Source: an optimization exercise on an open RTL-to-GDS flow (aim: small area and a short achievable clock period). Production flows keep margins and buffers that such runs may drop.
The RTL was checked by simulation tests, not by an equivalence proof against the original design.
No activity file was given, so power comes from the tool's default toggle rates.

File: config.mk
export PLATFORM = sky130hd
export DESIGN_NAME = sqrt_16s
export DESIGN_NICKNAME = sqrt_16s
export VERILOG_FILES = /design/flow/design.v
export SDC_FILE = /design/flow/constraint.sdc
export NUM_CORES = 4
export LEC_CHECK = 0
export ABC_AREA = 1
export CAP_MARGIN = 20
export CORE_MARGIN = 2
export CORE_UTILIZATION = 40
export SETUP_SLACK_MARGIN = 1.1
export SLEW_MARGIN = 20
File: constraint.sdc
create_clock -name core_clock -period 3.0 [get_ports {clk}]
set_input_delay 0.6000 -clock core_clock [delete_from_list [all_inputs] [get_ports {clk}]]
set_output_delay 0.6000 -clock core_clock [all_outputs]
set_load 0.01 [all_outputs]
File: design.v
module sqrt_16s (
    input         clk,
    input  [15:0] data_i,
    input         vld_i,
    output [15:0] data_o,
    output        vld_o
);
    function [6:0] tbl3;
        input [5:0] v;
        case (v)
            6'd0: tbl3 = {3'd0, 4'd0};
            6'd1: tbl3 = {3'd1, 4'd0};
            6'd2: tbl3 = {3'd1, 4'd1};
            6'd3: tbl3 = {3'd1, 4'd2};
            6'd4: tbl3 = {3'd2, 4'd0};
            6'd5: tbl3 = {3'd2, 4'd1};
            6'd6: tbl3 = {3'd2, 4'd2};
            6'd7: tbl3 = {3'd2, 4'd3};
            6'd8: tbl3 = {3'd2, 4'd4};
            6'd9: tbl3 = {3'd3, 4'd0};
            6'd10: tbl3 = {3'd3, 4'd1};
            6'd11: tbl3 = {3'd3, 4'd2};
            6'd12: tbl3 = {3'd3, 4'd3};
            6'd13: tbl3 = {3'd3, 4'd4};
            6'd14: tbl3 = {3'd3, 4'd5};
            6'd15: tbl3 = {3'd3, 4'd6};
            6'd16: tbl3 = {3'd4, 4'd0};
            6'd17: tbl3 = {3'd4, 4'd1};
            6'd18: tbl3 = {3'd4, 4'd2};
            6'd19: tbl3 = {3'd4, 4'd3};
            6'd20: tbl3 = {3'd4, 4'd4};
            6'd21: tbl3 = {3'd4, 4'd5};
            6'd22: tbl3 = {3'd4, 4'd6};
            6'd23: tbl3 = {3'd4, 4'd7};
            6'd24: tbl3 = {3'd4, 4'd8};
            6'd25: tbl3 = {3'd5, 4'd0};
            6'd26: tbl3 = {3'd5, 4'd1};
            6'd27: tbl3 = {3'd5, 4'd2};
            6'd28: tbl3 = {3'd5, 4'd3};
            6'd29: tbl3 = {3'd5, 4'd4};
            6'd30: tbl3 = {3'd5, 4'd5};
            6'd31: tbl3 = {3'd5, 4'd6};
            6'd32: tbl3 = {3'd5, 4'd7};
            6'd33: tbl3 = {3'd5, 4'd8};
            6'd34: tbl3 = {3'd5, 4'd9};
            6'd35: tbl3 = {3'd5, 4'd10};
            6'd36: tbl3 = {3'd6, 4'd0};
            6'd37: tbl3 = {3'd6, 4'd1};
            6'd38: tbl3 = {3'd6, 4'd2};
            6'd39: tbl3 = {3'd6, 4'd3};
            6'd40: tbl3 = {3'd6, 4'd4};
            6'd41: tbl3 = {3'd6, 4'd5};
            6'd42: tbl3 = {3'd6, 4'd6};
            6'd43: tbl3 = {3'd6, 4'd7};
            6'd44: tbl3 = {3'd6, 4'd8};
            6'd45: tbl3 = {3'd6, 4'd9};
            6'd46: tbl3 = {3'd6, 4'd10};
            6'd47: tbl3 = {3'd6, 4'd11};
            6'd48: tbl3 = {3'd6, 4'd12};
            6'd49: tbl3 = {3'd7, 4'd0};
            6'd50: tbl3 = {3'd7, 4'd1};
            6'd51: tbl3 = {3'd7, 4'd2};
            6'd52: tbl3 = {3'd7, 4'd3};
            6'd53: tbl3 = {3'd7, 4'd4};
            6'd54: tbl3 = {3'd7, 4'd5};
            6'd55: tbl3 = {3'd7, 4'd6};
            6'd56: tbl3 = {3'd7, 4'd7};
            6'd57: tbl3 = {3'd7, 4'd8};
            6'd58: tbl3 = {3'd7, 4'd9};
            6'd59: tbl3 = {3'd7, 4'd10};
            6'd60: tbl3 = {3'd7, 4'd11};
            6'd61: tbl3 = {3'd7, 4'd12};
            6'd62: tbl3 = {3'd7, 4'd13};
            6'd63: tbl3 = {3'd7, 4'd14};
            default: tbl3 = 7'bx;
        endcase
    endfunction
    wire [6:0] t3 = tbl3(data_i[15:10]);
    wire [2:0] q3 = t3[6:4];
    wire [3:0] r3 = t3[3:0];
    wire [9:0] x3 = data_i[9:0];
    wire [5:0] a4 = {r3, x3[9:8]};
    wire [5:0] b4 = {1'b0, q3, 2'b01};
    wire [5:0] g4_0 = ~a4 & b4;
    wire [5:0] p4_0 = ~a4 | b4;
    wire g4_1_1 = g4_0[1] | (p4_0[1] & g4_0[0]);
    wire p4_1_1 = p4_0[1] & p4_0[0];
    wire g4_1_3 = g4_0[3] | (p4_0[3] & g4_0[2]);
    wire p4_1_3 = p4_0[3] & p4_0[2];
    wire g4_1_5 = g4_0[5] | (p4_0[5] & g4_0[4]);
    wire p4_1_5 = p4_0[5] & p4_0[4];
    wire g4_2_3 = g4_1_3 | (p4_1_3 & g4_1_1);
    wire p4_2_3 = p4_1_3 & p4_1_1;
    wire g4_5_5 = g4_1_5 | (p4_1_5 & g4_2_3);
    wire p4_5_5 = p4_1_5 & p4_2_3;
    wire g4_6_2 = g4_0[2] | (p4_0[2] & g4_1_1);
    wire p4_6_2 = p4_0[2] & p4_1_1;
    wire g4_6_4 = g4_0[4] | (p4_0[4] & g4_2_3);
    wire p4_6_4 = p4_0[4] & p4_2_3;
    wire s4 = g4_5_5;
    wire [4:0] c4 = {g4_2_3, g4_6_2, g4_1_1, g4_0[0], 1'b0};
    wire [4:0] r4 = a4[4:0] ^ ({5{~s4}} & (b4[4:0] ^ c4));
    wire [3:0] q4 = {q3, ~s4};
    wire [7:0] x4 = x3[7:0];
    reg  [3:0] q_r4;
    always @(posedge clk) q_r4 <= q4;
    reg  [4:0] r_r4;
    always @(posedge clk) r_r4 <= r4;
    reg  [7:0] x_r4;
    always @(posedge clk) x_r4 <= x4;
    reg  [0:0] v_r4;
    always @(posedge clk) v_r4 <= vld_i;
    wire [6:0] a5 = {r_r4, x_r4[7:6]};
    wire [6:0] b5 = {1'b0, q_r4, 2'b01};
    wire [6:0] g5_0 = ~a5 & b5;
    wire [6:0] p5_0 = ~a5 | b5;
    wire g5_1_1 = g5_0[1] | (p5_0[1] & g5_0[0]);
    wire p5_1_1 = p5_0[1] & p5_0[0];
    wire g5_1_3 = g5_0[3] | (p5_0[3] & g5_0[2]);
    wire p5_1_3 = p5_0[3] & p5_0[2];
    wire g5_1_5 = g5_0[5] | (p5_0[5] & g5_0[4]);
    wire p5_1_5 = p5_0[5] & p5_0[4];
    wire g5_2_3 = g5_1_3 | (p5_1_3 & g5_1_1);
    wire p5_2_3 = p5_1_3 & p5_1_1;
    wire g5_5_5 = g5_1_5 | (p5_1_5 & g5_2_3);
    wire p5_5_5 = p5_1_5 & p5_2_3;
    wire g5_6_2 = g5_0[2] | (p5_0[2] & g5_1_1);
    wire p5_6_2 = p5_0[2] & p5_1_1;
    wire g5_6_4 = g5_0[4] | (p5_0[4] & g5_2_3);
    wire p5_6_4 = p5_0[4] & p5_2_3;
    wire g5_6_6 = g5_0[6] | (p5_0[6] & g5_5_5);
    wire p5_6_6 = p5_0[6] & p5_5_5;
    wire s5 = g5_6_6;
    wire [5:0] c5 = {g5_6_4, g5_2_3, g5_6_2, g5_1_1, g5_0[0], 1'b0};
    wire [5:0] r5 = a5[5:0] ^ ({6{~s5}} & (b5[5:0] ^ c5));
    wire [4:0] q5 = {q_r4, ~s5};
    wire [5:0] x5 = x_r4[5:0];
    reg  [4:0] q_r5;
    always @(posedge clk) q_r5 <= q5;
    reg  [5:0] r_r5;
    always @(posedge clk) r_r5 <= r5;
    reg  [5:0] x_r5;
    always @(posedge clk) x_r5 <= x5;
    reg  [0:0] v_r5;
    always @(posedge clk) v_r5 <= v_r4;
    wire [7:0] a6 = {r_r5, x_r5[5:4]};
    wire [7:0] b6 = {1'b0, q_r5, 2'b01};
    wire [7:0] g6_0 = ~a6 & b6;
    wire [7:0] p6_0 = ~a6 | b6;
    wire g6_1_1 = g6_0[1] | (p6_0[1] & g6_0[0]);
    wire p6_1_1 = p6_0[1] & p6_0[0];
    wire g6_1_3 = g6_0[3] | (p6_0[3] & g6_0[2]);
    wire p6_1_3 = p6_0[3] & p6_0[2];
    wire g6_1_5 = g6_0[5] | (p6_0[5] & g6_0[4]);
    wire p6_1_5 = p6_0[5] & p6_0[4];
    wire g6_1_7 = g6_0[7] | (p6_0[7] & g6_0[6]);
    wire p6_1_7 = p6_0[7] & p6_0[6];
    wire g6_2_3 = g6_1_3 | (p6_1_3 & g6_1_1);
    wire p6_2_3 = p6_1_3 & p6_1_1;
    wire g6_2_7 = g6_1_7 | (p6_1_7 & g6_1_5);
    wire p6_2_7 = p6_1_7 & p6_1_5;
    wire g6_3_7 = g6_2_7 | (p6_2_7 & g6_2_3);
    wire p6_3_7 = p6_2_7 & p6_2_3;
    wire g6_5_5 = g6_1_5 | (p6_1_5 & g6_2_3);
    wire p6_5_5 = p6_1_5 & p6_2_3;
    wire g6_6_2 = g6_0[2] | (p6_0[2] & g6_1_1);
    wire p6_6_2 = p6_0[2] & p6_1_1;
    wire g6_6_4 = g6_0[4] | (p6_0[4] & g6_2_3);
    wire p6_6_4 = p6_0[4] & p6_2_3;
    wire g6_6_6 = g6_0[6] | (p6_0[6] & g6_5_5);
    wire p6_6_6 = p6_0[6] & p6_5_5;
    wire s6 = g6_3_7;
    wire [6:0] c6 = {g6_5_5, g6_6_4, g6_2_3, g6_6_2, g6_1_1, g6_0[0], 1'b0};
    wire [6:0] r6 = a6[6:0] ^ ({7{~s6}} & (b6[6:0] ^ c6));
    wire [5:0] q6 = {q_r5, ~s6};
    wire [3:0] x6 = x_r5[3:0];
    reg  [5:0] q_r6;
    always @(posedge clk) q_r6 <= q6;
    reg  [6:0] r_r6;
    always @(posedge clk) r_r6 <= r6;
    reg  [3:0] x_r6;
    always @(posedge clk) x_r6 <= x6;
    reg  [0:0] v_r6;
    always @(posedge clk) v_r6 <= v_r5;
    wire [8:0] a7 = {r_r6, x_r6[3:2]};
    wire [8:0] b7 = {1'b0, q_r6, 2'b01};
    wire [8:0] g7_0 = ~a7 & b7;
    wire [8:0] p7_0 = ~a7 | b7;
    wire g7_1_1 = g7_0[1] | (p7_0[1] & g7_0[0]);
    wire p7_1_1 = p7_0[1] & p7_0[0];
    wire g7_1_3 = g7_0[3] | (p7_0[3] & g7_0[2]);
    wire p7_1_3 = p7_0[3] & p7_0[2];
    wire g7_1_5 = g7_0[5] | (p7_0[5] & g7_0[4]);
    wire p7_1_5 = p7_0[5] & p7_0[4];
    wire g7_1_7 = g7_0[7] | (p7_0[7] & g7_0[6]);
    wire p7_1_7 = p7_0[7] & p7_0[6];
    wire g7_2_3 = g7_1_3 | (p7_1_3 & g7_1_1);
    wire p7_2_3 = p7_1_3 & p7_1_1;
    wire g7_2_7 = g7_1_7 | (p7_1_7 & g7_1_5);
    wire p7_2_7 = p7_1_7 & p7_1_5;
    wire g7_3_7 = g7_2_7 | (p7_2_7 & g7_2_3);
    wire p7_3_7 = p7_2_7 & p7_2_3;
    wire g7_7_5 = g7_1_5 | (p7_1_5 & g7_2_3);
    wire p7_7_5 = p7_1_5 & p7_2_3;
    wire g7_8_2 = g7_0[2] | (p7_0[2] & g7_1_1);
    wire p7_8_2 = p7_0[2] & p7_1_1;
    wire g7_8_4 = g7_0[4] | (p7_0[4] & g7_2_3);
    wire p7_8_4 = p7_0[4] & p7_2_3;
    wire g7_8_6 = g7_0[6] | (p7_0[6] & g7_7_5);
    wire p7_8_6 = p7_0[6] & p7_7_5;
    wire g7_8_8 = g7_0[8] | (p7_0[8] & g7_3_7);
    wire p7_8_8 = p7_0[8] & p7_3_7;
    wire s7 = g7_8_8;
    wire [7:0] c7 = {g7_8_6, g7_7_5, g7_8_4, g7_2_3, g7_8_2, g7_1_1, g7_0[0], 1'b0};
    wire [7:0] r7 = a7[7:0] ^ ({8{~s7}} & (b7[7:0] ^ c7));
    wire [6:0] q7 = {q_r6, ~s7};
    wire [1:0] x7 = x_r6[1:0];
    reg  [6:0] q_r7;
    always @(posedge clk) q_r7 <= q7;
    reg  [7:0] r_r7;
    always @(posedge clk) r_r7 <= r7;
    reg  [1:0] x_r7;
    always @(posedge clk) x_r7 <= x7;
    reg  [0:0] v_r7;
    always @(posedge clk) v_r7 <= v_r6;
    wire [9:0] a8 = {r_r7, x_r7[1:0]};
    wire [9:0] b8 = {1'b0, q_r7, 2'b01};
    wire [9:0] g8_0 = ~a8 & b8;
    wire [9:0] p8_0 = ~a8 | b8;
    wire g8_1_1 = g8_0[1] | (p8_0[1] & g8_0[0]);
    wire p8_1_1 = p8_0[1] & p8_0[0];
    wire g8_1_3 = g8_0[3] | (p8_0[3] & g8_0[2]);
    wire p8_1_3 = p8_0[3] & p8_0[2];
    wire g8_1_5 = g8_0[5] | (p8_0[5] & g8_0[4]);
    wire p8_1_5 = p8_0[5] & p8_0[4];
    wire g8_1_7 = g8_0[7] | (p8_0[7] & g8_0[6]);
    wire p8_1_7 = p8_0[7] & p8_0[6];
    wire g8_1_9 = g8_0[9] | (p8_0[9] & g8_0[8]);
    wire p8_1_9 = p8_0[9] & p8_0[8];
    wire g8_2_3 = g8_1_3 | (p8_1_3 & g8_1_1);
    wire p8_2_3 = p8_1_3 & p8_1_1;
    wire g8_2_7 = g8_1_7 | (p8_1_7 & g8_1_5);
    wire p8_2_7 = p8_1_7 & p8_1_5;
    wire g8_3_7 = g8_2_7 | (p8_2_7 & g8_2_3);
    wire p8_3_7 = p8_2_7 & p8_2_3;
    wire g8_7_5 = g8_1_5 | (p8_1_5 & g8_2_3);
    wire p8_7_5 = p8_1_5 & p8_2_3;
    wire g8_7_9 = g8_1_9 | (p8_1_9 & g8_3_7);
    wire p8_7_9 = p8_1_9 & p8_3_7;
    wire g8_8_2 = g8_0[2] | (p8_0[2] & g8_1_1);
    wire p8_8_2 = p8_0[2] & p8_1_1;
    wire g8_8_4 = g8_0[4] | (p8_0[4] & g8_2_3);
    wire p8_8_4 = p8_0[4] & p8_2_3;
    wire g8_8_6 = g8_0[6] | (p8_0[6] & g8_7_5);
    wire p8_8_6 = p8_0[6] & p8_7_5;
    wire g8_8_8 = g8_0[8] | (p8_0[8] & g8_3_7);
    wire p8_8_8 = p8_0[8] & p8_3_7;
    wire s8 = g8_7_9;
    wire [8:0] c8 = {g8_3_7, g8_8_6, g8_7_5, g8_8_4, g8_2_3, g8_8_2, g8_1_1, g8_0[0], 1'b0};
    wire [8:0] r8 = a8[8:0] ^ ({9{~s8}} & (b8[8:0] ^ c8));
    wire [7:0] q8 = {q_r7, ~s8};
    reg  [7:0] q_r8;
    always @(posedge clk) q_r8 <= q8;
    reg  [8:0] r_r8;
    always @(posedge clk) r_r8 <= r8;
    reg  [0:0] v_r8;
    always @(posedge clk) v_r8 <= v_r7;
    wire [10:0] a9 = {r_r8, 2'b00};
    wire [10:0] b9 = {1'b0, q_r8, 2'b01};
    wire [10:0] g9_0 = ~a9 & b9;
    wire [10:0] p9_0 = ~a9 | b9;
    wire g9_1_1 = g9_0[1] | (p9_0[1] & g9_0[0]);
    wire p9_1_1 = p9_0[1] & p9_0[0];
    wire g9_1_3 = g9_0[3] | (p9_0[3] & g9_0[2]);
    wire p9_1_3 = p9_0[3] & p9_0[2];
    wire g9_1_5 = g9_0[5] | (p9_0[5] & g9_0[4]);
    wire p9_1_5 = p9_0[5] & p9_0[4];
    wire g9_1_7 = g9_0[7] | (p9_0[7] & g9_0[6]);
    wire p9_1_7 = p9_0[7] & p9_0[6];
    wire g9_1_9 = g9_0[9] | (p9_0[9] & g9_0[8]);
    wire p9_1_9 = p9_0[9] & p9_0[8];
    wire g9_2_3 = g9_1_3 | (p9_1_3 & g9_1_1);
    wire p9_2_3 = p9_1_3 & p9_1_1;
    wire g9_2_7 = g9_1_7 | (p9_1_7 & g9_1_5);
    wire p9_2_7 = p9_1_7 & p9_1_5;
    wire g9_3_7 = g9_2_7 | (p9_2_7 & g9_2_3);
    wire p9_3_7 = p9_2_7 & p9_2_3;
    wire g9_7_5 = g9_1_5 | (p9_1_5 & g9_2_3);
    wire p9_7_5 = p9_1_5 & p9_2_3;
    wire g9_7_9 = g9_1_9 | (p9_1_9 & g9_3_7);
    wire p9_7_9 = p9_1_9 & p9_3_7;
    wire g9_8_2 = g9_0[2] | (p9_0[2] & g9_1_1);
    wire p9_8_2 = p9_0[2] & p9_1_1;
    wire g9_8_4 = g9_0[4] | (p9_0[4] & g9_2_3);
    wire p9_8_4 = p9_0[4] & p9_2_3;
    wire g9_8_6 = g9_0[6] | (p9_0[6] & g9_7_5);
    wire p9_8_6 = p9_0[6] & p9_7_5;
    wire g9_8_8 = g9_0[8] | (p9_0[8] & g9_3_7);
    wire p9_8_8 = p9_0[8] & p9_3_7;
    wire g9_8_10 = g9_0[10] | (p9_0[10] & g9_7_9);
    wire p9_8_10 = p9_0[10] & p9_7_9;
    wire s9 = g9_8_10;
    wire [9:0] c9 = {g9_8_8, g9_3_7, g9_8_6, g9_7_5, g9_8_4, g9_2_3, g9_8_2, g9_1_1, g9_0[0], 1'b0};
    wire [9:0] r9 = a9[9:0] ^ ({10{~s9}} & (b9[9:0] ^ c9));
    wire [8:0] q9 = {q_r8, ~s9};
    reg  [8:0] q_r9;
    always @(posedge clk) q_r9 <= q9;
    reg  [9:0] r_r9;
    always @(posedge clk) r_r9 <= r9;
    reg  [0:0] v_r9;
    always @(posedge clk) v_r9 <= v_r8;
    wire [11:0] a10 = {r_r9, 2'b00};
    wire [11:0] b10 = {1'b0, q_r9, 2'b01};
    wire [11:0] g10_0 = ~a10 & b10;
    wire [11:0] p10_0 = ~a10 | b10;
    wire g10_1_1 = g10_0[1] | (p10_0[1] & g10_0[0]);
    wire p10_1_1 = p10_0[1] & p10_0[0];
    wire g10_1_3 = g10_0[3] | (p10_0[3] & g10_0[2]);
    wire p10_1_3 = p10_0[3] & p10_0[2];
    wire g10_1_5 = g10_0[5] | (p10_0[5] & g10_0[4]);
    wire p10_1_5 = p10_0[5] & p10_0[4];
    wire g10_1_7 = g10_0[7] | (p10_0[7] & g10_0[6]);
    wire p10_1_7 = p10_0[7] & p10_0[6];
    wire g10_1_9 = g10_0[9] | (p10_0[9] & g10_0[8]);
    wire p10_1_9 = p10_0[9] & p10_0[8];
    wire g10_1_11 = g10_0[11] | (p10_0[11] & g10_0[10]);
    wire p10_1_11 = p10_0[11] & p10_0[10];
    wire g10_2_3 = g10_1_3 | (p10_1_3 & g10_1_1);
    wire p10_2_3 = p10_1_3 & p10_1_1;
    wire g10_2_7 = g10_1_7 | (p10_1_7 & g10_1_5);
    wire p10_2_7 = p10_1_7 & p10_1_5;
    wire g10_2_11 = g10_1_11 | (p10_1_11 & g10_1_9);
    wire p10_2_11 = p10_1_11 & p10_1_9;
    wire g10_3_7 = g10_2_7 | (p10_2_7 & g10_2_3);
    wire p10_3_7 = p10_2_7 & p10_2_3;
    wire g10_6_11 = g10_2_11 | (p10_2_11 & g10_3_7);
    wire p10_6_11 = p10_2_11 & p10_3_7;
    wire g10_7_5 = g10_1_5 | (p10_1_5 & g10_2_3);
    wire p10_7_5 = p10_1_5 & p10_2_3;
    wire g10_7_9 = g10_1_9 | (p10_1_9 & g10_3_7);
    wire p10_7_9 = p10_1_9 & p10_3_7;
    wire g10_8_2 = g10_0[2] | (p10_0[2] & g10_1_1);
    wire p10_8_2 = p10_0[2] & p10_1_1;
    wire g10_8_4 = g10_0[4] | (p10_0[4] & g10_2_3);
    wire p10_8_4 = p10_0[4] & p10_2_3;
    wire g10_8_6 = g10_0[6] | (p10_0[6] & g10_7_5);
    wire p10_8_6 = p10_0[6] & p10_7_5;
    wire g10_8_8 = g10_0[8] | (p10_0[8] & g10_3_7);
    wire p10_8_8 = p10_0[8] & p10_3_7;
    wire g10_8_10 = g10_0[10] | (p10_0[10] & g10_7_9);
    wire p10_8_10 = p10_0[10] & p10_7_9;
    wire s10 = g10_6_11;
    wire [10:0] c10 = {g10_7_9, g10_8_8, g10_3_7, g10_8_6, g10_7_5, g10_8_4, g10_2_3, g10_8_2, g10_1_1, g10_0[0], 1'b0};
    wire [10:0] r10 = a10[10:0] ^ ({11{~s10}} & (b10[10:0] ^ c10));
    wire [9:0] q10 = {q_r9, ~s10};
    reg  [9:0] q_r10;
    always @(posedge clk) q_r10 <= q10;
    reg  [10:0] r_r10;
    always @(posedge clk) r_r10 <= r10;
    reg  [0:0] v_r10;
    always @(posedge clk) v_r10 <= v_r9;
    wire [12:0] a11 = {r_r10, 2'b00};
    wire [12:0] b11 = {1'b0, q_r10, 2'b01};
    wire [12:0] g11_0 = ~a11 & b11;
    wire [12:0] p11_0 = ~a11 | b11;
    wire g11_1_1 = g11_0[1] | (p11_0[1] & g11_0[0]);
    wire p11_1_1 = p11_0[1] & p11_0[0];
    wire g11_1_3 = g11_0[3] | (p11_0[3] & g11_0[2]);
    wire p11_1_3 = p11_0[3] & p11_0[2];
    wire g11_1_5 = g11_0[5] | (p11_0[5] & g11_0[4]);
    wire p11_1_5 = p11_0[5] & p11_0[4];
    wire g11_1_7 = g11_0[7] | (p11_0[7] & g11_0[6]);
    wire p11_1_7 = p11_0[7] & p11_0[6];
    wire g11_1_9 = g11_0[9] | (p11_0[9] & g11_0[8]);
    wire p11_1_9 = p11_0[9] & p11_0[8];
    wire g11_1_11 = g11_0[11] | (p11_0[11] & g11_0[10]);
    wire p11_1_11 = p11_0[11] & p11_0[10];
    wire g11_2_3 = g11_1_3 | (p11_1_3 & g11_1_1);
    wire p11_2_3 = p11_1_3 & p11_1_1;
    wire g11_2_7 = g11_1_7 | (p11_1_7 & g11_1_5);
    wire p11_2_7 = p11_1_7 & p11_1_5;
    wire g11_2_11 = g11_1_11 | (p11_1_11 & g11_1_9);
    wire p11_2_11 = p11_1_11 & p11_1_9;
    wire g11_3_7 = g11_2_7 | (p11_2_7 & g11_2_3);
    wire p11_3_7 = p11_2_7 & p11_2_3;
    wire g11_6_11 = g11_2_11 | (p11_2_11 & g11_3_7);
    wire p11_6_11 = p11_2_11 & p11_3_7;
    wire g11_7_5 = g11_1_5 | (p11_1_5 & g11_2_3);
    wire p11_7_5 = p11_1_5 & p11_2_3;
    wire g11_7_9 = g11_1_9 | (p11_1_9 & g11_3_7);
    wire p11_7_9 = p11_1_9 & p11_3_7;
    wire g11_8_2 = g11_0[2] | (p11_0[2] & g11_1_1);
    wire p11_8_2 = p11_0[2] & p11_1_1;
    wire g11_8_4 = g11_0[4] | (p11_0[4] & g11_2_3);
    wire p11_8_4 = p11_0[4] & p11_2_3;
    wire g11_8_6 = g11_0[6] | (p11_0[6] & g11_7_5);
    wire p11_8_6 = p11_0[6] & p11_7_5;
    wire g11_8_8 = g11_0[8] | (p11_0[8] & g11_3_7);
    wire p11_8_8 = p11_0[8] & p11_3_7;
    wire g11_8_10 = g11_0[10] | (p11_0[10] & g11_7_9);
    wire p11_8_10 = p11_0[10] & p11_7_9;
    wire g11_8_12 = g11_0[12] | (p11_0[12] & g11_6_11);
    wire p11_8_12 = p11_0[12] & p11_6_11;
    wire s11 = g11_8_12;
    wire [11:0] c11 = {g11_8_10, g11_7_9, g11_8_8, g11_3_7, g11_8_6, g11_7_5, g11_8_4, g11_2_3, g11_8_2, g11_1_1, g11_0[0], 1'b0};
    wire [11:0] r11 = a11[11:0] ^ ({12{~s11}} & (b11[11:0] ^ c11));
    wire [10:0] q11 = {q_r10, ~s11};
    reg  [10:0] q_r11;
    always @(posedge clk) q_r11 <= q11;
    reg  [11:0] r_r11;
    always @(posedge clk) r_r11 <= r11;
    reg  [0:0] v_r11;
    always @(posedge clk) v_r11 <= v_r10;
    wire [13:0] a12 = {r_r11, 2'b00};
    wire [13:0] b12 = {1'b0, q_r11, 2'b01};
    wire [13:0] g12_0 = ~a12 & b12;
    wire [13:0] p12_0 = ~a12 | b12;
    wire g12_1_1 = g12_0[1] | (p12_0[1] & g12_0[0]);
    wire p12_1_1 = p12_0[1] & p12_0[0];
    wire g12_1_3 = g12_0[3] | (p12_0[3] & g12_0[2]);
    wire p12_1_3 = p12_0[3] & p12_0[2];
    wire g12_1_5 = g12_0[5] | (p12_0[5] & g12_0[4]);
    wire p12_1_5 = p12_0[5] & p12_0[4];
    wire g12_1_7 = g12_0[7] | (p12_0[7] & g12_0[6]);
    wire p12_1_7 = p12_0[7] & p12_0[6];
    wire g12_1_9 = g12_0[9] | (p12_0[9] & g12_0[8]);
    wire p12_1_9 = p12_0[9] & p12_0[8];
    wire g12_1_11 = g12_0[11] | (p12_0[11] & g12_0[10]);
    wire p12_1_11 = p12_0[11] & p12_0[10];
    wire g12_1_13 = g12_0[13] | (p12_0[13] & g12_0[12]);
    wire p12_1_13 = p12_0[13] & p12_0[12];
    wire g12_2_3 = g12_1_3 | (p12_1_3 & g12_1_1);
    wire p12_2_3 = p12_1_3 & p12_1_1;
    wire g12_2_7 = g12_1_7 | (p12_1_7 & g12_1_5);
    wire p12_2_7 = p12_1_7 & p12_1_5;
    wire g12_2_11 = g12_1_11 | (p12_1_11 & g12_1_9);
    wire p12_2_11 = p12_1_11 & p12_1_9;
    wire g12_3_7 = g12_2_7 | (p12_2_7 & g12_2_3);
    wire p12_3_7 = p12_2_7 & p12_2_3;
    wire g12_6_11 = g12_2_11 | (p12_2_11 & g12_3_7);
    wire p12_6_11 = p12_2_11 & p12_3_7;
    wire g12_7_5 = g12_1_5 | (p12_1_5 & g12_2_3);
    wire p12_7_5 = p12_1_5 & p12_2_3;
    wire g12_7_9 = g12_1_9 | (p12_1_9 & g12_3_7);
    wire p12_7_9 = p12_1_9 & p12_3_7;
    wire g12_7_13 = g12_1_13 | (p12_1_13 & g12_6_11);
    wire p12_7_13 = p12_1_13 & p12_6_11;
    wire g12_8_2 = g12_0[2] | (p12_0[2] & g12_1_1);
    wire p12_8_2 = p12_0[2] & p12_1_1;
    wire g12_8_4 = g12_0[4] | (p12_0[4] & g12_2_3);
    wire p12_8_4 = p12_0[4] & p12_2_3;
    wire g12_8_6 = g12_0[6] | (p12_0[6] & g12_7_5);
    wire p12_8_6 = p12_0[6] & p12_7_5;
    wire g12_8_8 = g12_0[8] | (p12_0[8] & g12_3_7);
    wire p12_8_8 = p12_0[8] & p12_3_7;
    wire g12_8_10 = g12_0[10] | (p12_0[10] & g12_7_9);
    wire p12_8_10 = p12_0[10] & p12_7_9;
    wire g12_8_12 = g12_0[12] | (p12_0[12] & g12_6_11);
    wire p12_8_12 = p12_0[12] & p12_6_11;
    wire s12 = g12_7_13;
    wire [12:0] c12 = {g12_6_11, g12_8_10, g12_7_9, g12_8_8, g12_3_7, g12_8_6, g12_7_5, g12_8_4, g12_2_3, g12_8_2, g12_1_1, g12_0[0], 1'b0};
    wire [12:0] r12 = a12[12:0] ^ ({13{~s12}} & (b12[12:0] ^ c12));
    wire [11:0] q12 = {q_r11, ~s12};
    reg  [11:0] q_r12;
    always @(posedge clk) q_r12 <= q12;
    reg  [12:0] r_r12;
    always @(posedge clk) r_r12 <= r12;
    reg  [0:0] v_r12;
    always @(posedge clk) v_r12 <= v_r11;
    wire [14:0] a13 = {r_r12, 2'b00};
    wire [14:0] b13 = {1'b0, q_r12, 2'b01};
    wire [14:0] g13_0 = ~a13 & b13;
    wire [14:0] p13_0 = ~a13 | b13;
    wire g13_1_1 = g13_0[1] | (p13_0[1] & g13_0[0]);
    wire p13_1_1 = p13_0[1] & p13_0[0];
    wire g13_1_3 = g13_0[3] | (p13_0[3] & g13_0[2]);
    wire p13_1_3 = p13_0[3] & p13_0[2];
    wire g13_1_5 = g13_0[5] | (p13_0[5] & g13_0[4]);
    wire p13_1_5 = p13_0[5] & p13_0[4];
    wire g13_1_7 = g13_0[7] | (p13_0[7] & g13_0[6]);
    wire p13_1_7 = p13_0[7] & p13_0[6];
    wire g13_1_9 = g13_0[9] | (p13_0[9] & g13_0[8]);
    wire p13_1_9 = p13_0[9] & p13_0[8];
    wire g13_1_11 = g13_0[11] | (p13_0[11] & g13_0[10]);
    wire p13_1_11 = p13_0[11] & p13_0[10];
    wire g13_1_13 = g13_0[13] | (p13_0[13] & g13_0[12]);
    wire p13_1_13 = p13_0[13] & p13_0[12];
    wire g13_2_3 = g13_1_3 | (p13_1_3 & g13_1_1);
    wire p13_2_3 = p13_1_3 & p13_1_1;
    wire g13_2_7 = g13_1_7 | (p13_1_7 & g13_1_5);
    wire p13_2_7 = p13_1_7 & p13_1_5;
    wire g13_2_11 = g13_1_11 | (p13_1_11 & g13_1_9);
    wire p13_2_11 = p13_1_11 & p13_1_9;
    wire g13_3_7 = g13_2_7 | (p13_2_7 & g13_2_3);
    wire p13_3_7 = p13_2_7 & p13_2_3;
    wire g13_6_11 = g13_2_11 | (p13_2_11 & g13_3_7);
    wire p13_6_11 = p13_2_11 & p13_3_7;
    wire g13_7_5 = g13_1_5 | (p13_1_5 & g13_2_3);
    wire p13_7_5 = p13_1_5 & p13_2_3;
    wire g13_7_9 = g13_1_9 | (p13_1_9 & g13_3_7);
    wire p13_7_9 = p13_1_9 & p13_3_7;
    wire g13_7_13 = g13_1_13 | (p13_1_13 & g13_6_11);
    wire p13_7_13 = p13_1_13 & p13_6_11;
    wire g13_8_2 = g13_0[2] | (p13_0[2] & g13_1_1);
    wire p13_8_2 = p13_0[2] & p13_1_1;
    wire g13_8_4 = g13_0[4] | (p13_0[4] & g13_2_3);
    wire p13_8_4 = p13_0[4] & p13_2_3;
    wire g13_8_6 = g13_0[6] | (p13_0[6] & g13_7_5);
    wire p13_8_6 = p13_0[6] & p13_7_5;
    wire g13_8_8 = g13_0[8] | (p13_0[8] & g13_3_7);
    wire p13_8_8 = p13_0[8] & p13_3_7;
    wire g13_8_10 = g13_0[10] | (p13_0[10] & g13_7_9);
    wire p13_8_10 = p13_0[10] & p13_7_9;
    wire g13_8_12 = g13_0[12] | (p13_0[12] & g13_6_11);
    wire p13_8_12 = p13_0[12] & p13_6_11;
    wire g13_8_14 = g13_0[14] | (p13_0[14] & g13_7_13);
    wire p13_8_14 = p13_0[14] & p13_7_13;
    wire s13 = g13_8_14;
    wire [13:0] c13 = {g13_8_12, g13_6_11, g13_8_10, g13_7_9, g13_8_8, g13_3_7, g13_8_6, g13_7_5, g13_8_4, g13_2_3, g13_8_2, g13_1_1, g13_0[0], 1'b0};
    wire [13:0] r13 = a13[13:0] ^ ({14{~s13}} & (b13[13:0] ^ c13));
    wire [12:0] q13 = {q_r12, ~s13};
    reg  [12:0] q_r13;
    always @(posedge clk) q_r13 <= q13;
    reg  [13:0] r_r13;
    always @(posedge clk) r_r13 <= r13;
    reg  [0:0] v_r13;
    always @(posedge clk) v_r13 <= v_r12;
    wire [15:0] a14 = {r_r13, 2'b00};
    wire [15:0] b14 = {1'b0, q_r13, 2'b01};
    wire [15:0] g14_0 = ~a14 & b14;
    wire [15:0] p14_0 = ~a14 | b14;
    wire g14_1_1 = g14_0[1] | (p14_0[1] & g14_0[0]);
    wire p14_1_1 = p14_0[1] & p14_0[0];
    wire g14_1_3 = g14_0[3] | (p14_0[3] & g14_0[2]);
    wire p14_1_3 = p14_0[3] & p14_0[2];
    wire g14_1_5 = g14_0[5] | (p14_0[5] & g14_0[4]);
    wire p14_1_5 = p14_0[5] & p14_0[4];
    wire g14_1_7 = g14_0[7] | (p14_0[7] & g14_0[6]);
    wire p14_1_7 = p14_0[7] & p14_0[6];
    wire g14_1_9 = g14_0[9] | (p14_0[9] & g14_0[8]);
    wire p14_1_9 = p14_0[9] & p14_0[8];
    wire g14_1_11 = g14_0[11] | (p14_0[11] & g14_0[10]);
    wire p14_1_11 = p14_0[11] & p14_0[10];
    wire g14_1_13 = g14_0[13] | (p14_0[13] & g14_0[12]);
    wire p14_1_13 = p14_0[13] & p14_0[12];
    wire g14_1_15 = g14_0[15] | (p14_0[15] & g14_0[14]);
    wire p14_1_15 = p14_0[15] & p14_0[14];
    wire g14_2_3 = g14_1_3 | (p14_1_3 & g14_1_1);
    wire p14_2_3 = p14_1_3 & p14_1_1;
    wire g14_2_7 = g14_1_7 | (p14_1_7 & g14_1_5);
    wire p14_2_7 = p14_1_7 & p14_1_5;
    wire g14_2_11 = g14_1_11 | (p14_1_11 & g14_1_9);
    wire p14_2_11 = p14_1_11 & p14_1_9;
    wire g14_2_15 = g14_1_15 | (p14_1_15 & g14_1_13);
    wire p14_2_15 = p14_1_15 & p14_1_13;
    wire g14_3_7 = g14_2_7 | (p14_2_7 & g14_2_3);
    wire p14_3_7 = p14_2_7 & p14_2_3;
    wire g14_3_15 = g14_2_15 | (p14_2_15 & g14_2_11);
    wire p14_3_15 = p14_2_15 & p14_2_11;
    wire g14_4_15 = g14_3_15 | (p14_3_15 & g14_3_7);
    wire p14_4_15 = p14_3_15 & p14_3_7;
    wire g14_6_11 = g14_2_11 | (p14_2_11 & g14_3_7);
    wire p14_6_11 = p14_2_11 & p14_3_7;
    wire g14_7_5 = g14_1_5 | (p14_1_5 & g14_2_3);
    wire p14_7_5 = p14_1_5 & p14_2_3;
    wire g14_7_9 = g14_1_9 | (p14_1_9 & g14_3_7);
    wire p14_7_9 = p14_1_9 & p14_3_7;
    wire g14_7_13 = g14_1_13 | (p14_1_13 & g14_6_11);
    wire p14_7_13 = p14_1_13 & p14_6_11;
    wire g14_8_2 = g14_0[2] | (p14_0[2] & g14_1_1);
    wire p14_8_2 = p14_0[2] & p14_1_1;
    wire g14_8_4 = g14_0[4] | (p14_0[4] & g14_2_3);
    wire p14_8_4 = p14_0[4] & p14_2_3;
    wire g14_8_6 = g14_0[6] | (p14_0[6] & g14_7_5);
    wire p14_8_6 = p14_0[6] & p14_7_5;
    wire g14_8_8 = g14_0[8] | (p14_0[8] & g14_3_7);
    wire p14_8_8 = p14_0[8] & p14_3_7;
    wire g14_8_10 = g14_0[10] | (p14_0[10] & g14_7_9);
    wire p14_8_10 = p14_0[10] & p14_7_9;
    wire g14_8_12 = g14_0[12] | (p14_0[12] & g14_6_11);
    wire p14_8_12 = p14_0[12] & p14_6_11;
    wire g14_8_14 = g14_0[14] | (p14_0[14] & g14_7_13);
    wire p14_8_14 = p14_0[14] & p14_7_13;
    wire s14 = g14_4_15;
    wire [14:0] c14 = {g14_7_13, g14_8_12, g14_6_11, g14_8_10, g14_7_9, g14_8_8, g14_3_7, g14_8_6, g14_7_5, g14_8_4, g14_2_3, g14_8_2, g14_1_1, g14_0[0], 1'b0};
    wire [14:0] r14 = a14[14:0] ^ ({15{~s14}} & (b14[14:0] ^ c14));
    wire [13:0] q14 = {q_r13, ~s14};
    reg  [13:0] q_r14;
    always @(posedge clk) q_r14 <= q14;
    reg  [14:0] r_r14;
    always @(posedge clk) r_r14 <= r14;
    reg  [0:0] v_r14;
    always @(posedge clk) v_r14 <= v_r13;
    wire [16:0] a15 = {r_r14, 2'b00};
    wire [16:0] b15 = {1'b0, q_r14, 2'b01};
    wire [16:0] g15_0 = ~a15 & b15;
    wire [16:0] p15_0 = ~a15 | b15;
    wire g15_1_1 = g15_0[1] | (p15_0[1] & g15_0[0]);
    wire p15_1_1 = p15_0[1] & p15_0[0];
    wire g15_1_3 = g15_0[3] | (p15_0[3] & g15_0[2]);
    wire p15_1_3 = p15_0[3] & p15_0[2];
    wire g15_1_5 = g15_0[5] | (p15_0[5] & g15_0[4]);
    wire p15_1_5 = p15_0[5] & p15_0[4];
    wire g15_1_7 = g15_0[7] | (p15_0[7] & g15_0[6]);
    wire p15_1_7 = p15_0[7] & p15_0[6];
    wire g15_1_9 = g15_0[9] | (p15_0[9] & g15_0[8]);
    wire p15_1_9 = p15_0[9] & p15_0[8];
    wire g15_1_11 = g15_0[11] | (p15_0[11] & g15_0[10]);
    wire p15_1_11 = p15_0[11] & p15_0[10];
    wire g15_1_13 = g15_0[13] | (p15_0[13] & g15_0[12]);
    wire p15_1_13 = p15_0[13] & p15_0[12];
    wire g15_1_15 = g15_0[15] | (p15_0[15] & g15_0[14]);
    wire p15_1_15 = p15_0[15] & p15_0[14];
    wire g15_2_3 = g15_1_3 | (p15_1_3 & g15_1_1);
    wire p15_2_3 = p15_1_3 & p15_1_1;
    wire g15_2_7 = g15_1_7 | (p15_1_7 & g15_1_5);
    wire p15_2_7 = p15_1_7 & p15_1_5;
    wire g15_2_11 = g15_1_11 | (p15_1_11 & g15_1_9);
    wire p15_2_11 = p15_1_11 & p15_1_9;
    wire g15_2_15 = g15_1_15 | (p15_1_15 & g15_1_13);
    wire p15_2_15 = p15_1_15 & p15_1_13;
    wire g15_3_7 = g15_2_7 | (p15_2_7 & g15_2_3);
    wire p15_3_7 = p15_2_7 & p15_2_3;
    wire g15_3_15 = g15_2_15 | (p15_2_15 & g15_2_11);
    wire p15_3_15 = p15_2_15 & p15_2_11;
    wire g15_4_15 = g15_3_15 | (p15_3_15 & g15_3_7);
    wire p15_4_15 = p15_3_15 & p15_3_7;
    wire g15_8_11 = g15_2_11 | (p15_2_11 & g15_3_7);
    wire p15_8_11 = p15_2_11 & p15_3_7;
    wire g15_9_5 = g15_1_5 | (p15_1_5 & g15_2_3);
    wire p15_9_5 = p15_1_5 & p15_2_3;
    wire g15_9_9 = g15_1_9 | (p15_1_9 & g15_3_7);
    wire p15_9_9 = p15_1_9 & p15_3_7;
    wire g15_9_13 = g15_1_13 | (p15_1_13 & g15_8_11);
    wire p15_9_13 = p15_1_13 & p15_8_11;
    wire g15_10_2 = g15_0[2] | (p15_0[2] & g15_1_1);
    wire p15_10_2 = p15_0[2] & p15_1_1;
    wire g15_10_4 = g15_0[4] | (p15_0[4] & g15_2_3);
    wire p15_10_4 = p15_0[4] & p15_2_3;
    wire g15_10_6 = g15_0[6] | (p15_0[6] & g15_9_5);
    wire p15_10_6 = p15_0[6] & p15_9_5;
    wire g15_10_8 = g15_0[8] | (p15_0[8] & g15_3_7);
    wire p15_10_8 = p15_0[8] & p15_3_7;
    wire g15_10_10 = g15_0[10] | (p15_0[10] & g15_9_9);
    wire p15_10_10 = p15_0[10] & p15_9_9;
    wire g15_10_12 = g15_0[12] | (p15_0[12] & g15_8_11);
    wire p15_10_12 = p15_0[12] & p15_8_11;
    wire g15_10_14 = g15_0[14] | (p15_0[14] & g15_9_13);
    wire p15_10_14 = p15_0[14] & p15_9_13;
    wire g15_10_16 = g15_0[16] | (p15_0[16] & g15_4_15);
    wire p15_10_16 = p15_0[16] & p15_4_15;
    wire s15 = g15_10_16;
    wire [15:0] c15 = {g15_10_14, g15_9_13, g15_10_12, g15_8_11, g15_10_10, g15_9_9, g15_10_8, g15_3_7, g15_10_6, g15_9_5, g15_10_4, g15_2_3, g15_10_2, g15_1_1, g15_0[0], 1'b0};
    wire [15:0] r15 = a15[15:0] ^ ({16{~s15}} & (b15[15:0] ^ c15));
    wire [14:0] q15 = {q_r14, ~s15};
    reg  [14:0] q_r15;
    always @(posedge clk) q_r15 <= q15;
    reg  [15:0] r_r15;
    always @(posedge clk) r_r15 <= r15;
    reg  [0:0] v_r15;
    always @(posedge clk) v_r15 <= v_r14;
    wire [17:0] a16 = {r_r15, 2'b00};
    wire [17:0] b16 = {1'b0, q_r15, 2'b01};
    wire [17:0] g16_0 = ~a16 & b16;
    wire [17:0] p16_0 = ~a16 | b16;
    wire g16_1_1 = g16_0[1] | (p16_0[1] & g16_0[0]);
    wire p16_1_1 = p16_0[1] & p16_0[0];
    wire g16_1_3 = g16_0[3] | (p16_0[3] & g16_0[2]);
    wire p16_1_3 = p16_0[3] & p16_0[2];
    wire g16_1_5 = g16_0[5] | (p16_0[5] & g16_0[4]);
    wire p16_1_5 = p16_0[5] & p16_0[4];
    wire g16_1_7 = g16_0[7] | (p16_0[7] & g16_0[6]);
    wire p16_1_7 = p16_0[7] & p16_0[6];
    wire g16_1_9 = g16_0[9] | (p16_0[9] & g16_0[8]);
    wire p16_1_9 = p16_0[9] & p16_0[8];
    wire g16_1_11 = g16_0[11] | (p16_0[11] & g16_0[10]);
    wire p16_1_11 = p16_0[11] & p16_0[10];
    wire g16_1_13 = g16_0[13] | (p16_0[13] & g16_0[12]);
    wire p16_1_13 = p16_0[13] & p16_0[12];
    wire g16_1_15 = g16_0[15] | (p16_0[15] & g16_0[14]);
    wire p16_1_15 = p16_0[15] & p16_0[14];
    wire g16_1_17 = g16_0[17] | (p16_0[17] & g16_0[16]);
    wire p16_1_17 = p16_0[17] & p16_0[16];
    wire g16_2_3 = g16_1_3 | (p16_1_3 & g16_1_1);
    wire p16_2_3 = p16_1_3 & p16_1_1;
    wire g16_2_7 = g16_1_7 | (p16_1_7 & g16_1_5);
    wire p16_2_7 = p16_1_7 & p16_1_5;
    wire g16_2_11 = g16_1_11 | (p16_1_11 & g16_1_9);
    wire p16_2_11 = p16_1_11 & p16_1_9;
    wire g16_2_15 = g16_1_15 | (p16_1_15 & g16_1_13);
    wire p16_2_15 = p16_1_15 & p16_1_13;
    wire g16_3_7 = g16_2_7 | (p16_2_7 & g16_2_3);
    wire p16_3_7 = p16_2_7 & p16_2_3;
    wire g16_3_15 = g16_2_15 | (p16_2_15 & g16_2_11);
    wire p16_3_15 = p16_2_15 & p16_2_11;
    wire g16_4_15 = g16_3_15 | (p16_3_15 & g16_3_7);
    wire p16_4_15 = p16_3_15 & p16_3_7;
    wire g16_8_11 = g16_2_11 | (p16_2_11 & g16_3_7);
    wire p16_8_11 = p16_2_11 & p16_3_7;
    wire g16_9_5 = g16_1_5 | (p16_1_5 & g16_2_3);
    wire p16_9_5 = p16_1_5 & p16_2_3;
    wire g16_9_9 = g16_1_9 | (p16_1_9 & g16_3_7);
    wire p16_9_9 = p16_1_9 & p16_3_7;
    wire g16_9_13 = g16_1_13 | (p16_1_13 & g16_8_11);
    wire p16_9_13 = p16_1_13 & p16_8_11;
    wire g16_9_17 = g16_1_17 | (p16_1_17 & g16_4_15);
    wire p16_9_17 = p16_1_17 & p16_4_15;
    wire g16_10_2 = g16_0[2] | (p16_0[2] & g16_1_1);
    wire p16_10_2 = p16_0[2] & p16_1_1;
    wire g16_10_4 = g16_0[4] | (p16_0[4] & g16_2_3);
    wire p16_10_4 = p16_0[4] & p16_2_3;
    wire g16_10_6 = g16_0[6] | (p16_0[6] & g16_9_5);
    wire p16_10_6 = p16_0[6] & p16_9_5;
    wire g16_10_8 = g16_0[8] | (p16_0[8] & g16_3_7);
    wire p16_10_8 = p16_0[8] & p16_3_7;
    wire g16_10_10 = g16_0[10] | (p16_0[10] & g16_9_9);
    wire p16_10_10 = p16_0[10] & p16_9_9;
    wire g16_10_12 = g16_0[12] | (p16_0[12] & g16_8_11);
    wire p16_10_12 = p16_0[12] & p16_8_11;
    wire g16_10_14 = g16_0[14] | (p16_0[14] & g16_9_13);
    wire p16_10_14 = p16_0[14] & p16_9_13;
    wire g16_10_16 = g16_0[16] | (p16_0[16] & g16_4_15);
    wire p16_10_16 = p16_0[16] & p16_4_15;
    wire s16 = g16_9_17;
    wire [15:0] q16 = {q_r15, ~s16};
    reg  [15:0] q_r16;
    always @(posedge clk) q_r16 <= q16;
    reg  [0:0] v_r16;
    always @(posedge clk) v_r16 <= v_r15;
    assign data_o = q_r16;
    assign vld_o  = v_r16;
endmodule
File: flow/run.sh
#!/bin/bash
# The standard layout (the standard.sh: ORFS synthesis to final), with buf_2
# cells as the port buffers and a clock tree of clkbuf_8 without dummy loads.
bash standard.sh \
  "BUFFER_PORTS_ARGS=-buffer_cell sky130_fd_sc_hd__buf_2" \
  "CTS_ARGS=-sink_clustering_enable -repair_clock_nets -dont_use_dummy_load -buf_list sky130_fd_sc_hd__clkbuf_8 -sink_clustering_size 10 -sink_clustering_max_diameter 40" \
  finish > standard.log 2>&1
File: standard.sh
#!/bin/bash
# synth_recipe.tcl (not shown) runs the flow's synth.tcl, then flattens the netlist and writes it again
# the make line also repeats each setting of config.mk as NAME=value (left out here)
make -C /OpenROAD-flow-scripts/flow DESIGN_CONFIG=/design/flow/config.mk WORK_HOME=/design/flow/orfs CLKGATE_MAP_FILE= SYNTH_SCRIPT=/design/flow/synth_recipe.tcl "${@:-finish}"
==> results of run 1 <==
==> timing repair <==
item	in CTS	in global routing
setup buffers	0	6
setup endpoints to repair	1	74
gates resized for setup	2	53
hold buffers	0	0
pin swaps	1	14
gates cloned	0	0
==> layout make-up <==
| type | count | area share [%] |
|---|---|---|
| well taps | 378 | 3.70 |
| flip-flops and latches | 275 | 43.1 |
| multi-input cells | 908 | 39.7 |
| repair buffers | 40 | 1.72 |
| clock buffers | 39 | 4.20 |
| inverters | 253 | 7.58 |
==> registers in the layout, indices dropped and copies added (netlist names), 10 cells and up <==
signal / flops
r_r11: 10
q_r13: 13
r_r12: 11
r_r14: 13
q_r12: 12
q_r11: 11
q_r15: 15
q_r10: 10
q_r14: 14
q_r16: 16
r_r15: 14
r_r13: 12
==> kinds of logic (layout without fill, tap and decap cells) <==
group / after synthesis / count (layout)
adder cells (fa/ha/maj): 12 / 12
buffers and inverters: 260 / 332
AO/OA/AOI/OAI: 146 / 146
XOR/XNOR: 111 / 111
flip-flops: 275 / 275
AND/OR/NAND/NOR: 639 / 639
==> per-stage QoR <==
stage,setup slack (ps),cell area (µm²),util [%]
5_1_grt,1090,12800,45.9
6_report,1200,12800,45.9
3_5_place_dp,663,12000,43.1
4_1_cts,1110,12500,45.0
3_3_place_gp,743,12000,43.1
2_1_floorplan,1050,11400,-
==> metal layers <==
metal  up-vias  GRT usage [%]
li1       4587              -
met1      3656           13.8
met2       116           24.4
met3        50           2.57
met4         0           5.88
met5         -              0
==> how the worst min path moves through the flow <==
stage / endpoint / slack [ps] / cells past startpoint
4_1_cts: x_r4[3] / 150 / 1
3_3_place_gp: x_r6[3] / 310 / 0
6_report: x_r4[3] / 190 / 1
2_1_floorplan: v_r10 / 310 / 0
3_5_place_dp: x_r6[2] / 310 / 0
5_1_grt: x_r4[3] / 160 / 1
==> layout by cell type (no fill, tap or decap), drive strengths merged <==
cell / count
nor2: 82
a221oi: 4
nand2: 385
xnor2: 21
inv: 253
a211oi: 1
o211ai: 6
ha: 9
o221a: 1
xor2: 90
nand4: 16
a21boi: 3
maj3: 3
nor3: 5
o21ai: 78
o21a: 1
a31oi: 1
o21bai: 2
o22ai: 4
a21oi: 44
and2: 1
clkbuf: 41
o221ai: 1
nand3b: 11
nand3: 118
or2: 21
dfxtp: 275
buf: 38
==> worst max-delay path: cells and delay by family <==
family / cells / cell delay [ps]
AOI/OAI and AO/OA: 1 / 160
xor gates and xnor gates: 1 / 150
buffers and inverters: 2 / 250
and+or+nand+nor: 9 / 780
adders and majority gates: 2 / 280
==> power groups by stage <==
| stage | sequential [mW] | clock (mW) | combinational (mW) |
|---|---|---|---|
| floorplan | 5.95 | 0 | 5.99 |
| global placement | 6.14 | 0 | 6.94 |
| detailed placement | 6.16 | 0 | 7.15 |
| CTS | 6.08 | 2.45 | 7.17 |
| global route | 6.31 | 2.62 | 8.63 |
| finish | 6.08 | 2.33 | 7.46 |
==> impl_results.md, run 1 <==
* Status: complete, no violations
* Source-to-sink clock delay at the later pin of the worst-skew pair at 530 ps
* Adder-Cell Fraction of Synth Area at 1.25%
* Number of sinks handled by clock tree synthesis at 275
* Capturing element of the worst setup path: r_r4[1]
* Syn Nets at 1470
* Distinct cell type count after synthesis at 41
* Relative slew slack at 54.8%
* Antenna violations before repair at 0
* Detail Route met3 WL at 685 µm
* Layout-stage area growth over the synthesis result at 12.5%
* Maximum ir drop on the vdd rail at 0.546 mV
* Pwr per Cell Area at 1240 mW/mm²
* Final setup fails at 0
* FF-to-FF Start: x_r7[0]
* Die Height at 173 µm
* Most instantiated flip-flop cell in the synthesis netlist: dfxtp_1
* Largest net degree at the start of global routing at 17
* EDFF count, synth at 0
* Routability congestion estimate from global placement at 0.793
* Non-filler instance count after layout at 1893
* Routed WL per cell at 10.0 µm
* Cell with the most instances after synthesis: nand2_1
* Synth async-reset ratio at 0%
* Part of the total power dissipated in combinational logic at 47.0%
* Total power after layout at 15.9 mW
* Syn. warnings at 1
* Area of the die at 0.0298 mm²
* Root Driver: clkbuf_8
* Global-route wire length before repair at 32.9 mm
* Initial Util at 40.8%
* Cell taking the most area after synthesis: dfxtp_1
* Area share of the leading cell type in the synthesized netlist at 48.4%
* Portion of netlist area occupied by mux cells at 0%
* Die boundary width at 173 µm
* Initial detailed-routing violation count at 290
* TritonCTS clock tree: built
* Sum of negative setup slack at 0 ps
* First-pass iteration count of the detailed router at 4
* Critical path, cell by cell: clkbuf_4, inv_4, ha_4, nand2_2, nor2_4, nor2_2, nand2_2, nand2_4, o21ai_4, nand3_2, nand2_2, nand3_2, nand2_4, ha_4, xor2_1
* Total congestion overflow at 0
* Worst Setup End Kind: flip-flop
* Switch Pwr at 6.60 mW
* Largest stage delay on the critical path at 160 ps
* Reg-to-reg slack, setup at 1220 ps
* Number of H-tree branching levels at 2
* Compound-gate portion of the synthesized area at 7.74%
* Part of the power in the clock network at 14.7%
* Total global-route track usage at 12.9%
* Number of cells after detailed placement at 1848
* Setup repair after global routing missed its margin: false
* Crit path arrival time at 2230 ps
* Number of hold violations in the final report at 0
* Minimum clock period after layout at 1800 ps
* CORE AREA at 0.0279 mm²
* Area share of and/or/nand/nor cells after synthesis at 25.0%
* Worst Setup SP: data_i[11]
* Vias in the first global route at 7823
* Switching power as a share of total power at 41.6%
* LEAKAGE at 6.47 nW
* Storage cell area at 0.00551 mm²
* Worst-case hold slack at 186 ps
* Post-layout nets at 1544
* Mapped Area at 0.0114 mm²
* Routed vias at 8409
* Actual slew at the worst max-slew pin at 677 ps
* Area of the multi-input gates at 0.00507 mm²
* Clock-pin slew reported for the worst setup and hold paths after clock tree synthesis at 60 ps
* Count of state elements after synthesis at 275
* Cell with the biggest individual delay on the critical path: clkbuf_4
* Most numerous cell on the critical path: nand2_2
* Total of buffers placed on input and output ports at 34
* Number of filler cells placed in the layout at 2739
* Worst hold start: data_i[3]
* CTS max path bufs at 3
* Post-synthesis average cell area at 7.88 µm²
* Achievable clock frequency at 555 MHz
* Number of slew-limit violations in the final report at 0
* Number of design rule violations left after detail routing at 0
* Reg2reg end: r_r8[1]
* Number of rows created at floorplan at 61
* Top area cells in the synthesized netlist: dfxtp_1, nand2_1, inv_1
* Max cap viols at 0
* Met1 WL at 7.94 mm
* ANT cells at 0
* Sequential power share at 38.3%
* Worst reg-to-reg path cell count at 12
* Hold WC Path Type: input pin to flip-flop
* Setup skew after layout at 43.4 ps
* Internal Pwr Total at 9.27 mW
* Startpoint types: input pin
* Required time at the endpoint of the critical path at 3430 ps
* Sequential fraction of the synthesis area at 48.4%
* Share of layout cells above drive strength 1 at 13.4%
* Final wirelength at 19.0 mm
* Post-route fraction of the period consumed by the critical path at 60.1%
* Routed wire length on met2 at 9.72 mm
* Ratio of routed vias to standard cells at 4.44
* Synth Area in XOR/XNOR at 8.55%
* Ranking of synthesized cells by instance count: nand2_1, dfxtp_1, inv_1
* TritonCTS buffer count at 39
* Number of nets with antenna violations after detailed routing at 0
* Startpoint-to-endpoint class of the critical path: input pin to flip-flop
* IO Pins at 35
* Largest family of logic cells by synthesized area: simple AND/OR/NAND/NOR gates
* Worst-path maximum fanout at 6
* Top layer used by detailed routing: met4
* Detailed Place HPWL at 14.5 mm
* Mapped Cells at 1443
==> inputs of run 2 (changes only) <==
==> flow/run.sh (replaced) <==
#!/bin/bash
# The standard layout (the standard.sh: ORFS synthesis to final), with buf_2
# cells as the port buffers and a clock tree of clkbuf_8 without dummy loads.
bash standard.sh \
  "BUFFER_PORTS_ARGS=-buffer_cell sky130_fd_sc_hd__buf_2" \
  "CTS_ARGS=-sink_clustering_enable -repair_clock_nets -dont_use_dummy_load -buf_list sky130_fd_sc_hd__clkbuf_8 -sink_clustering_size 18 -sink_clustering_max_diameter 50" \
  finish > standard.log 2>&1
==> impl_results.md, run 2 <==
* Cell taking the most area after synthesis: dfxtp_1
* Internal Pwr Total at 8.96 mW (-3.4%)
* Number of hold violations in the final report at 0 (unchanged)
* Switching power as a share of total power at 42.2% (+0.59 points)
* LEAKAGE at 6.40 nW (-1.2%)
* Part of the power in the clock network at 12.8% (-1.9 points)
* Most numerous cell on the critical path: nand2_2
* Post-route fraction of the period consumed by the critical path at 58.9% (-1.2 points)
* Cell with the biggest individual delay on the critical path: dfxtp_1
* Ranking of synthesized cells by instance count: nand2_1, dfxtp_1, inv_1
* Number of nets with antenna violations after detailed routing at 0 (unchanged)
* Final setup fails at 0 (unchanged)
* Area of the multi-input gates at 0.00505 mm² (-0.42%)
* Initial Util at 40.8% (unchanged)
* Cell area after placement at 0.0120 mm² (unchanged)
* Most frequent cells in the layout: nand2_1, dfxtp_1, inv_1
* Number of sinks handled by clock tree synthesis at 275 (unchanged)
* Largest register FFs at 16 (unchanged)
* CORE AREA at 0.0279 mm² (unchanged)
* Register name with the most flops: q_r16
* Worst-path maximum fanout at 7 (+1)
* Post-layout nets at 1534 (-0.65%)
* Ratio of routed vias to standard cells at 4.44 (-0.13%)
* Detailed Place HPWL at 14.5 mm (unchanged)
* Part of the total power dissipated in combinational logic at 48.0% (+1.0 points)
* Source-to-sink clock delay at the later pin of the worst-skew pair at 590 ps (+60 ps)
* Antenna violations before repair at 0 (unchanged)
* Setup repair after global routing missed its margin: true
* Total of buffers placed on input and output ports at 34 (unchanged)
* Total power after layout at 15.5 mW (-2.4%)
* Sequential fraction of the synthesis area at 48.4% (unchanged)
* Mapped Area at 0.0114 mm² (unchanged)
* Worst setup margin at 1230 ps (+36.9 ps)
* EDFF count, synth at 0 (unchanged)
* Die boundary width at 173 µm (unchanged)
* Sequential power share at 39.2% (+0.9 points)
* Number of slew-limit violations in the final report at 0 (unchanged)
* Number of design rule violations left after detail routing at 0 (unchanged)
* FF-to-FF Start: x_r7[0]
* Achievable clock frequency at 566 MHz (+2.1%)
* Number of filler cells placed in the layout at 2734 (-0.18%)
* Setup slack after placement at 663 ps (unchanged)
* Storage cell area at 0.00551 mm² (unchanged)
* Top area cells in the synthesized netlist: dfxtp_1, nand2_1, inv_1
* Utilization of the core after routing at 45.3% (-0.59 points)
* Worst Setup End Kind: flip-flop
* ANT cells at 0 (unchanged)
* Required time at the endpoint of the critical path at 3440 ps (about the same)
* Actual slew at the worst max-slew pin at 728 ps (+50.7 ps)
* Clock-pin slew reported for the worst setup and hold paths after clock tree synthesis at 90 ps (+30 ps)
* Cts hold-fix bufs at 0 (unchanged)
* Distinct cell type count after synthesis at 41 (unchanged)
* Critical path, cell by cell: inv_2, nand2_2, a21oi_2, nand2_2, a21oi_4, nand3_2, nand2_2, nand2_4, nand2_4, inv_4, ha_1, xor2_1
* Global-route wire length before repair at 32.8 mm (-0.33%)
* Most common library cell in the layout ignoring fill and taps: nand2_1
* Routed WL per cell at 10.0 µm (-0.28%)
* Startpoint-to-endpoint class of the critical path: flip-flop to flip-flop
* Area of the die at 0.0298 mm² (unchanged)
* Number of cells after detailed placement at 1848 (unchanged)
* Non-filler instance count after layout at 1883 (-0.53%)
* Largest stage delay on the critical path at 310 ps (+150 ps)
* Worst hold start: data_i[0]
* Area share of the leading cell type in the synthesized netlist at 48.4% (unchanged)
* Reg-to-reg slack, setup at 1230 ps (about the same)
* Share of layout cells above drive strength 1 at 12.9% (-0.51 points)
* Finished layout cell area at 0.0126 mm² (-1.3%)
* TritonCTS buffer count at 29 (-26%)
* Root Driver: clkbuf_8
* Maximum ir drop on the vdd rail at 0.532 mV (-2.5%)
* Mapped Cells at 1443 (unchanged)
* Pwr per Cell Area at 1230 mW/mm² (-1.1%)
* TritonCTS clock tree: built
* Status: complete, no violations
* Sum of negative setup slack at 0 ps (unchanged)
* Synth async-reset ratio at 0% (unchanged)
* Relative slew slack at 51.5% (-3.4 points)
* Die Height at 173 µm (unchanged)
* Max cap viols at 0 (unchanged)
* Switch Pwr at 6.54 mW (-1.0%)
* Final wirelength at 18.9 mm (-0.81%)
* Kind of cell adding the most delay to the critical path: simple AND/OR/NAND/NOR gates
* Vias in the first global route at 7825 (+0.026%)
* CTS max path bufs at 3 (unchanged)
* Largest registers: q_r16: 16 flops, q_r15: 15 flops
* Total congestion overflow at 0 (unchanged)
* Hold WC Path Type: input pin to flip-flop
* Post-synthesis average cell area at 7.88 µm² (unchanged)
* Count of state elements after synthesis at 275 (unchanged)
* Buf+Inv Stages, Crit Path at 2 (unchanged)
* Minimum clock period after layout at 1770 ps (-36.9 ps)
* Routability congestion estimate from global placement at 0.793 (unchanged)
* IO Pins at 35 (unchanged)
* Syn Nets at 1470 (unchanged)
* Setup skew after layout at 71.4 ps (+28.0 ps)
* Crit path arrival time at 2210 ps (-20 ps)
* Routed vias at 8354 (-0.65%)
* Worst Setup SP: x_r7[0]
* Largest net degree at the start of global routing at 19 (+2)
* Layout-stage area growth over the synthesis result at 11.0%
* Number of H-tree branching levels at 1 (-1)
* Cell with the most instances after synthesis: nand2_1
* Syn. warnings at 1 (unchanged)
* Worst-case hold slack at 144 ps (-41.6 ps)
* Most instantiated flip-flop cell in the synthesis netlist: dfxtp_1
* Startpoint types: flip-flop
* First-pass iteration count of the detailed router at 5 (+1)
* Number of rows created at floorplan at 61 (unchanged)
* Initial detailed-routing violation count at 353 (+22%)
* Total global-route track usage at 12.7% (-0.22 points)
[run 2: cell count changes in the layout (fill, tap and decap cells not counted), sizes merged]
cell and change:
clkbuf -12, buf +2, clkinv +1, inv -1
[run 2: cells by family after synthesis]
logic type / count (synthesis) / synth area share, %
AND/OR/NAND/NOR: 639 / 25.0
XOR/XNOR: 111 / 8.55
AO/OA/AOI/OAI: 146 / 7.74
flip-flops: 275 / 48.4
buffers and inverters: 260 / 8.99
adder cells (fa/ha/maj): 12 / 1.25
[run 2: power groups by stage]
stage,Sequential (mW),Clock [mW],Combinational [mW]
after floorplan,5.95,0,5.99
after global placement,6.14,0,6.94
after detailed placement,6.16,0,7.15
after CTS,6.07,2.09,7.16
after global routing,6.30,2.23,8.61
final,6.08,1.98,7.44
[run 2: final timing paths]
check / endpoint / cells after the start
setup / recovery: r_r8[1] / 12
hold / removal: x_r4[0] / 1
setup reg to reg: r_r8[1] / 12
hold reg to reg: v_r15 / 0
[run 2: what timing repair did]
| item | in CTS | in global routing |
|---|---|---|
| endpoints found under the setup margin | 0 | 75 |
| buffers inserted | 0 | 6 |
| resized for setup | 0 | 51 |
[run 2: per-layer routing]
metal	vias to the layer above	GRT usage (%)	part of all wire (%)
met2	105	24.4	51
met1	3639	13.7	42
li1	4568	-	-
met4	0	5.27	4.0
met5	-	0	0
met3	42	2.09	2.9
[run 2: layout make-up]
class	instances	area share, %
Clock buffer	29	3.16
Inverter	253	7.68
Multi-Input combinational cell	908	40.0
Sequential cell	275	43.7
Tap cell	378	3.75
Timing Repair Buffer	40	1.70
[run 2: worst register-to-register path, delay by kind of cell (launching register included)]
family,cells,cell delay (ps)
compound gates,2,380
fa+ha+maj,1,190
simple gates,6,530
buf+inv,2,120
flops,1,310
xor+xnor,1,140

what the ideal ports hide:
The results above use ideal ports. As a check the final layouts listed here were re-extracted and re-timed, cells and wires unchanged. Step 1: set_driving_cell puts a clkbuf_16 on clk and a buf_2 on each other input, an assumption about the parent block. Step 2, shift: input delay + t, output delay - t, t = (earliest + latest rising clock arrival at the registers) / 2. This alone moves slack from input paths to output paths. a / b / c = ideal / step 1 / step 2; a / b = the first two.
| run | t, ns | slack for setup (ns) | hold WS [ns] | clock arrival spread, ns | worst slew at a driven data input, ns |
|---|---|---|---|---|---|
| run 1 | 0.556 | 1.197 / 1.220 / 0.664 | 0.186 / 0.161 / 0.320 | 0.058 / 0.058 | 0.03 |
| run 2 | 0.596 | 1.234 / 1.234 / 0.682 | 0.144 / 0.121 / 0.315 | 0.085 / 0.085 | 0.03 |
After both steps setup and hold are still met in every run listed. The setup slack of run 2, which loses most, moves by 0.000 ns with the drivers and by -0.552 ns with both steps.
